This is an optimization exercise on Yosys and OpenROAD, whose aim is small area, not a production implementation. In this exercise RTL edits were held to simulation tests only and were not proved equivalent to the original. No driver is modelled on the clock port, so clock power and skew are understated where the tree is cut down; a real chip needs a root buffer or a tree.

Setup of oak:
Design uart_top, start of the top module:
module uart_top(
    input             clk,
    input             rst_n,
    input             din,
    input             sw8,
    output reg [23:0] pic_out,
    output     [16:0] addr,
    output reg        wr_ram,
    output            tx,
    output reg        pic_done,
    output reg        pic_download,
    output reg [7:0]  rgb_led
);
localparam MONITOR = 3'd0, SEND = 3'd6, STOP = 3'd7;
wire       dout_vld;
wire [7:0] dout;
reg [2:0]  state;
reg [8:0]  addr_r;
reg [15:0] hold;
assign addr = {8'd0, addr_r};
wire [3:0] code = (dout > 8'd57) ? dout[3:0] + 4'd9 : dout[3:0];
wire last_addr = addr_r[8] & addr_r[7] & addr_r[6] & (&addr_r[4:0]);
always @(posedge clk or negedge rst_n) begin
    if (!rst_n) begin
        state    <= MONITOR;
        wr_ram   <= 1'b1;
        pic_out  <= 24'd0;
        addr_r   <= 9'd0;
        pic_done <= 1'b0;
    end else if (state == SEND) begin
        wr_ram   <= 1'b0;
        pic_out  <= {hold, rgb_led};
        pic_done <= last_addr;
        addr_r   <= last_addr ? 9'd0 : addr_r + 9'd1;
        state    <= last_addr ? STOP : MONITOR;
    end else if (state == STOP) begin
        if (sw8)
            state <= MONITOR;
    end else if (dout_vld) begin
        if (state == MONITOR)
            wr_ram <= 1'b1;
        state <= state + 3'd1;
    end
end
always @(posedge clk) begin
    if (dout_vld) begin
        case (state)
            3'd0, 3'd2, 3'd4: hold[3:0] <= code;
            3'd3: hold[15:8] <= rgb_led;
            3'd5: hold[7:0] <= rgb_led;
            default: ;
        endcase
        case (state)
            3'd1, 3'd3, 3'd5: rgb_led <= {hold[3:0], code};
            default: ;
        endcase
    end
end
always @(posedge clk or negedge rst_n) begin
    if (!rst_n)
        pic_download <= 1'b1;
    else
        pic_download <= ~(addr_r[4] | (&addr_r[3:0]));
end
uart_rx uart_rx(
    .clk(clk), .rst_n(rst_n), .din(din),
    .dout(dout), .dout_vld(dout_vld)
);
uart_tx uart_tx(
    .clk(clk), .rst_n(rst_n),
  ...
Settings: LEC_CHECK=0, ABC_AREA=1, CAP_MARGIN=0, CORE_MARGIN=2, CORE_UTILIZATION=40, PLACE_DENSITY=0.95, SLEW_MARGIN=0; clock period 10.0 ns.
standard.sh (not shown) runs the stock make flow with config.mk's settings and CLKGATE_MAP_FILE= SYNTH_SCRIPT=/design/flow/synth_recipe.tcl, a recipe that flattens the netlist after the stock synthesis.
==> flow/flow/run.sh <==
#!/bin/bash
# ORFS layout of the design with:
#  - the standard synthesis, except that ABC maps all the logic, adders
#    included, with the
#    smallest of several area scripts (abc_override.tcl),
#  - the smallest buffer on the ports,
#  - one tie cell per constant value,
#  - a one-level clock tree: CTS's tree is replaced by four buffers fed
#    straight from the clock port, each driving a quarter of the
#    flip-flops (post_cts.tcl); a buffer whose estimated clock slew is
#    high is made stronger.
set -e
FLOWDIR=$(cd "$(dirname "$0")" && pwd)
{ cat "$FLOWDIR/abc_override.tcl"; cat synth_recipe.tcl; } > synth_area.tcl
sed "s#SYNTH_SCRIPT=[^ ]*#SYNTH_SCRIPT=$PWD/synth_area.tcl#" standard.sh > standard_area.sh
grep -q "SYNTH_SCRIPT=$PWD/synth_area.tcl" standard_area.sh
export BUFFER_PORTS_ARGS="-buffer_cell sky130_fd_sc_hd__buf_1"
export SKIP_REPAIR_TIE_FANOUT=1
export ABC_FLOW_DIR="$FLOWDIR"
export CTS_ARGS="-sink_clustering_enable -repair_clock_nets -dont_use_dummy_load"
export POST_CTS_TCL="$FLOWDIR/post_cts.tcl"
export PRE_GLOBAL_PLACE_TCL="$FLOWDIR/pre_gpl.tcl"
export PRE_CTS_TCL="$FLOWDIR/pre_cts.tcl"
export CLK_GROUPS=3
export CLK_BUF=sky130_fd_sc_hd__buf_12
export CLK_BUF_BIG=sky130_fd_sc_hd__buf_16
export CLK_SLEW_MAX=0.120
bash standard_area.sh > standard.log 2>&1
==> flow/flow/clock_groups.tcl <==
# One-level clock tree: the flip-flops are split into $::env(CLK_GROUPS)
# compact groups of equal size (halves by x, then each half by y when four
# groups are asked for), each driven by one $::env(CLK_BUF) placed at the
# centre of its group and fed straight from the clock port. Any buffers
# already between the port and the flip-flops are removed first.
proc rebuild_clock_groups { prefix } {
  set block [ord::get_db_block]
  set db [ord::get_db]
  set clk_net [[$block findBTerm clk] getNet]

  # flip-flop clock pins, and the buffers and nets between them and the port
  set sinks {}
  set tree_insts {}
  set tree_nets {}
  set todo [list $clk_net]
  while { [llength $todo] > 0 } {
    set net [lindex $todo 0]
    set todo [lrange $todo 1 end]
    foreach it [$net getITerms] {
      if { [[$it getMTerm] getIoType] ne "INPUT" } { continue }
      set inst [$it getInst]
      set mname [[$inst getMaster] getName]
      if { [string match "sky130_fd_sc_hd__clkbuf_*" $mname] || [string match "sky130_fd_sc_hd__buf_*" $mname] } {
        lappend tree_insts $inst
        set out [[$inst findITerm X] getNet]
        lappend tree_nets $out
        lappend todo $out
      } else {
        lappend sinks $it
      }
    }
  }
  puts "clock tree rebuild: [llength $sinks] sinks, removing [llength $tree_insts] buffers"
  foreach it $sinks { $it disconnect }
  foreach inst $tree_insts { $inst setDoNotTouch 0; odb::dbInst_destroy $inst }
  foreach net $tree_nets { $net setDoNotTouch 0; odb::dbNet_destroy $net }

  set pts {}
  foreach it $sinks {
    set bb [[$it getInst] getBBox]
    lappend pts [list [expr {([$bb xMin] + [$bb xMax]) / 2}] [expr {([$bb yMin] + [$bb yMax]) / 2}] $it]
  }
  set k $::env(CLK_GROUPS)
  if { $k == 4 } {
    set groups {}
    foreach half [split_pts $pts 0 2] {
      lappend groups {*}[split_pts $half 1 2]
    }
  } else {
    set groups [split_pts $pts 0 $k]
  }
  set master [$db findMaster $::env(CLK_BUF)]
  set g 0
  foreach grp $groups {
    set sx 0
    set sy 0
    foreach p $grp { incr sx [lindex $p 0]; incr sy [lindex $p 1] }
    set cx [expr {$sx / [llength $grp]}]
    set cy [expr {$sy / [llength $grp]}]
    set buf [odb::dbInst_create $block $master "${prefix}_$g"]
    $buf setLocation $cx $cy
    $buf setPlacementStatus PLACED
    set net [odb::dbNet_create $block "${prefix}_net_$g"]
    $net setSigType CLOCK
    [$buf findITerm A] connect $clk_net
    [$buf findITerm X] connect $net
    foreach p $grp { [lindex $p 2] connect $net }
    puts "clock group $g: [llength $grp] sinks, buffer at $cx $cy"
    incr g
  }
  return $g
}

proc split_pts { pts idx k } {
  set pts [lsort -integer -index $idx $pts]
  set n [llength $pts]
  set out {}
  for { set g 0 } { $g < $k } { incr g } {
    lappend out [lrange $pts [expr {$g * $n / $k}] [expr {($g + 1) * $n / $k - 1}]]
  }
  return $out
}
==> flow/flow/post_cts.tcl <==
# After CTS: replace its clock tree by one level of buffers fed straight from
# the clock port (clock_groups.tcl); a group whose clock pins' estimated slew
# is over $::env(CLK_SLEW_MAX) ns gets the stronger $::env(CLK_BUF_BIG).
source $::env(ABC_FLOW_DIR)/clock_groups.tcl
set block [ord::get_db_block]
set db [ord::get_db]
set g [rebuild_clock_groups clkbuf_leaf]
detailed_placement
check_placement -verbose
estimate_parasitics -placement

set big [$db findMaster $::env(CLK_BUF_BIG)]
for { set i 0 } { $i < $g } { incr i } {
  set worst 0
  foreach it [[$block findNet "clkbuf_leaf_net_$i"] getITerms] {
    if { [[$it getMTerm] getName] ne "CLK" } { continue }
    set s [get_property [get_pins [[$it getInst] getName]/CLK] slew_max]
    if { $s > $worst } { set worst $s }
  }
  puts "clock group $i: estimated worst clock-pin slew $worst ns"
  if { $worst > $::env(CLK_SLEW_MAX) } {
    [$block findInst "clkbuf_leaf_$i"] swapMaster $big
    puts "clock group $i: buffer changed to $::env(CLK_BUF_BIG)"
  }
}
detailed_placement
check_placement -verbose
estimate_parasitics -placement
report_clock_skew
==> flow/flow/pre_cts.tcl <==
# Let CTS change the clock buffers placed before global placement
# (pre_gpl.tcl); its tree is replaced after CTS anyway (post_cts.tcl).
set block [ord::get_db_block]
foreach inst [$block getInsts] {
  if { [string match "clkpre_*" [$inst getName]] } { $inst setDoNotTouch 0 }
}
foreach net [$block getNets] {
  if { [string match "clkpre_*" [$net getName]] } { $net setDoNotTouch 0 }
}
Other scripts of this flow, unchanged in this note and not shown: flow/flow/abc_override.tcl, flow/flow/area_1.abc, flow/flow/area_2.abc, flow/flow/area_3.abc, flow/flow/area_4.abc, flow/flow/area_5.abc, flow/flow/area_6.abc, flow/flow/area_7.abc, flow/flow/area_8.abc, flow/flow/pre_gpl.tcl
Here is what was changed in the inputs of pine compared with oak.
# oak
export LEC_CHECK = 0
export ABC_AREA = 1
export CAP_MARGIN = 0
export CORE_MARGIN = 2
export CORE_UTILIZATION = 40
export PLACE_DENSITY = 0.95
export SLEW_MARGIN = 0
create_clock -name core_clock -period 10.0 [get_ports {clk}]
# pine
export LEC_CHECK = 0
export ABC_AREA = 1
export CAP_MARGIN = 0
export CORE_MARGIN = 2
export CORE_UTILIZATION = 70
export PLACE_DENSITY = 0.95
export SLEW_MARGIN = 0
create_clock -name core_clock -period 10.0 [get_ports {clk}]
--- a/flow/flow/run.sh
+++ b/flow/flow/run.sh
@@ -22,7 +22,7 @@
 export PRE_GLOBAL_PLACE_TCL="$FLOWDIR/pre_gpl.tcl"
 export PRE_CTS_TCL="$FLOWDIR/pre_cts.tcl"
-export CLK_GROUPS=3
-export CLK_BUF=sky130_fd_sc_hd__buf_12
-export CLK_BUF_BIG=sky130_fd_sc_hd__buf_16
+export CLK_GROUPS=4
+export CLK_BUF=sky130_fd_sc_hd__buf_8
+export CLK_BUF_BIG=sky130_fd_sc_hd__buf_12
 export CLK_SLEW_MAX=0.120
 bash standard_area.sh > standard.log 2>&1
[summary]
- Result: PASS for each of oak and pine
- Final cell count, pine vs oak: down by a little under 10%
- Against oak, die area in pine came out better.
- Post-place instance area is lower on pine
- The clock period minus final worst setup slack on pine is in line with that on oak.
- pine has largest voltage drop on the vdd net above what oak had.
- Taking oak as the reference point, the fraction of area in registers of pine rises by 0.86 points.
- Row count of vias placed by the detailed router: pine higher / oak lower
- Area growth from synthesis to layout in pine is 1.5 points below oak.
### pine -> birch
# pine
export LEC_CHECK = 0
export ABC_AREA = 1
export CAP_MARGIN = 0
export CORE_MARGIN = 2
export CORE_UTILIZATION = 70
export PLACE_DENSITY = 0.95
export SLEW_MARGIN = 0
create_clock -name core_clock -period 10.0 [get_ports {clk}]
# birch
export LEC_CHECK = 0
export ABC_AREA = 1
export CAP_MARGIN = 0
export CORE_MARGIN = 2
export CORE_UTILIZATION = 40
export PLACE_DENSITY = 0.95
export SLEW_MARGIN = 0
create_clock -name core_clock -period 10.0 [get_ports {clk}]
--- a/flow/flow/run.sh
+++ b/flow/flow/run.sh
@@ -21,5 +21,4 @@
 export POST_CTS_TCL="$FLOWDIR/post_cts.tcl"
 export PRE_GLOBAL_PLACE_TCL="$FLOWDIR/pre_gpl.tcl"
-export PRE_CTS_TCL="$FLOWDIR/pre_cts.tcl"
 export CLK_GROUPS=4
 export CLK_BUF=sky130_fd_sc_hd__buf_8
removed: flow/flow/pre_cts.tcl
==> comparison <==
- birch is listed as incomplete: the tool reported an error in clock tree synthesis (4_1_cts) and the run ended there.
- Horizontal die dimension (birch over pine): increase, about 30%
- Across both runs, starting density of the core was lower for birch than for pine.
- Between pine and birch, the number of enable-type register cells in the synthesized netlist does not differ in any meaningful way.
- Compared with pine, birch shows floorplan die height that has gone up by more than a quarter.
- Compared with pine, last weighted congestion value of the routability-driven placer in birch decreased by a few percent.
- On total half-perimeter wirelength after legalization and detailed placement, the lower figure sits with pine, not birch.
- birch against pine: number of placed cells counting well taps rose by about 10%; number of cell rows rose by about 30%; worst setup slack before clock tree synthesis fell by 0.0085 ns.
Here is what was changed in the inputs of maple compared with birch.
--- a/flow/flow/run.sh
+++ b/flow/flow/run.sh
@@ -21,4 +21,5 @@
 export POST_CTS_TCL="$FLOWDIR/post_cts.tcl"
 export PRE_GLOBAL_PLACE_TCL="$FLOWDIR/pre_gpl.tcl"
+export PRE_CTS_TCL="$FLOWDIR/pre_cts.tcl"
 export CLK_GROUPS=4
 export CLK_BUF=sky130_fd_sc_hd__buf_8
==> flow/flow/pre_cts.tcl (new file) <==
# Let CTS change the clock buffers placed before global placement
# (pre_gpl.tcl); its tree is replaced after CTS anyway (post_cts.tcl).
set block [ord::get_db_block]
foreach inst [$block getInsts] {
  if { [string match "clkpre_*" [$inst getName]] } { $inst setDoNotTouch 0 }
}
foreach net [$block getNets] {
  if { [string match "clkpre_*" [$net getName]] } { $net setDoNotTouch 0 }
}
Results
Changes observed in maple relative to birch: number of flops mapped to enable cells by yosys essentially unchanged, area after synthesis held steady, area share of xor/xnor cells in the synthesized design essentially unchanged. From birch to maple, post-synthesis mux area share did not move at all. From maple to birch, total of flip-flops plus latches after synthesis did not move at all. maple finished every stage and its layout cleared the timing, DRC and antenna checks.
In oak, pine and maple the design's own scripts or RTL, not TritonCTS, make the clock network.

[afterwards: timing with drivers on the ports]
How much do the figures lean on ideal ports? The routed layouts below were timed once more, with nothing changed but the port constraints. Step 1: set_driving_cell puts a clkbuf_16 on clk and a buf_2 on each other input, an assumption about the parent block. Step 2 times the ports against the registers' clock, not the clock port: input delays grow and output delays shrink by t, the midpoint of the rising clock arrivals with the driver on. Three values: no drivers, after step 1, after step 2; two values: the first two.
| run | shift t [ns] | setup slack, ns | worst setup path at the end | clock arrival spread, ns | slew at the worst register clock pin (ns) |
|---|---|---|---|---|---|
| oak | 0.210 | 7.158 / 7.089 / 7.186 | input to register | 0.009 / 0.010 | 0.11 / 0.11 |
| pine | 0.207 | 7.159 / 7.089 / 7.169 | register to register | 0.009 / 0.009 | 0.12 / 0.12 |
| maple | 0.205 | 7.169 / 7.096 / 7.119 | input to register | 0.015 / 0.015 | 0.11 / 0.11 |
After both steps every run listed still meets setup and hold. For maple, which loses most, drivers alone change the setup slack by -0.073 ns; drivers and shift together by -0.050 ns.
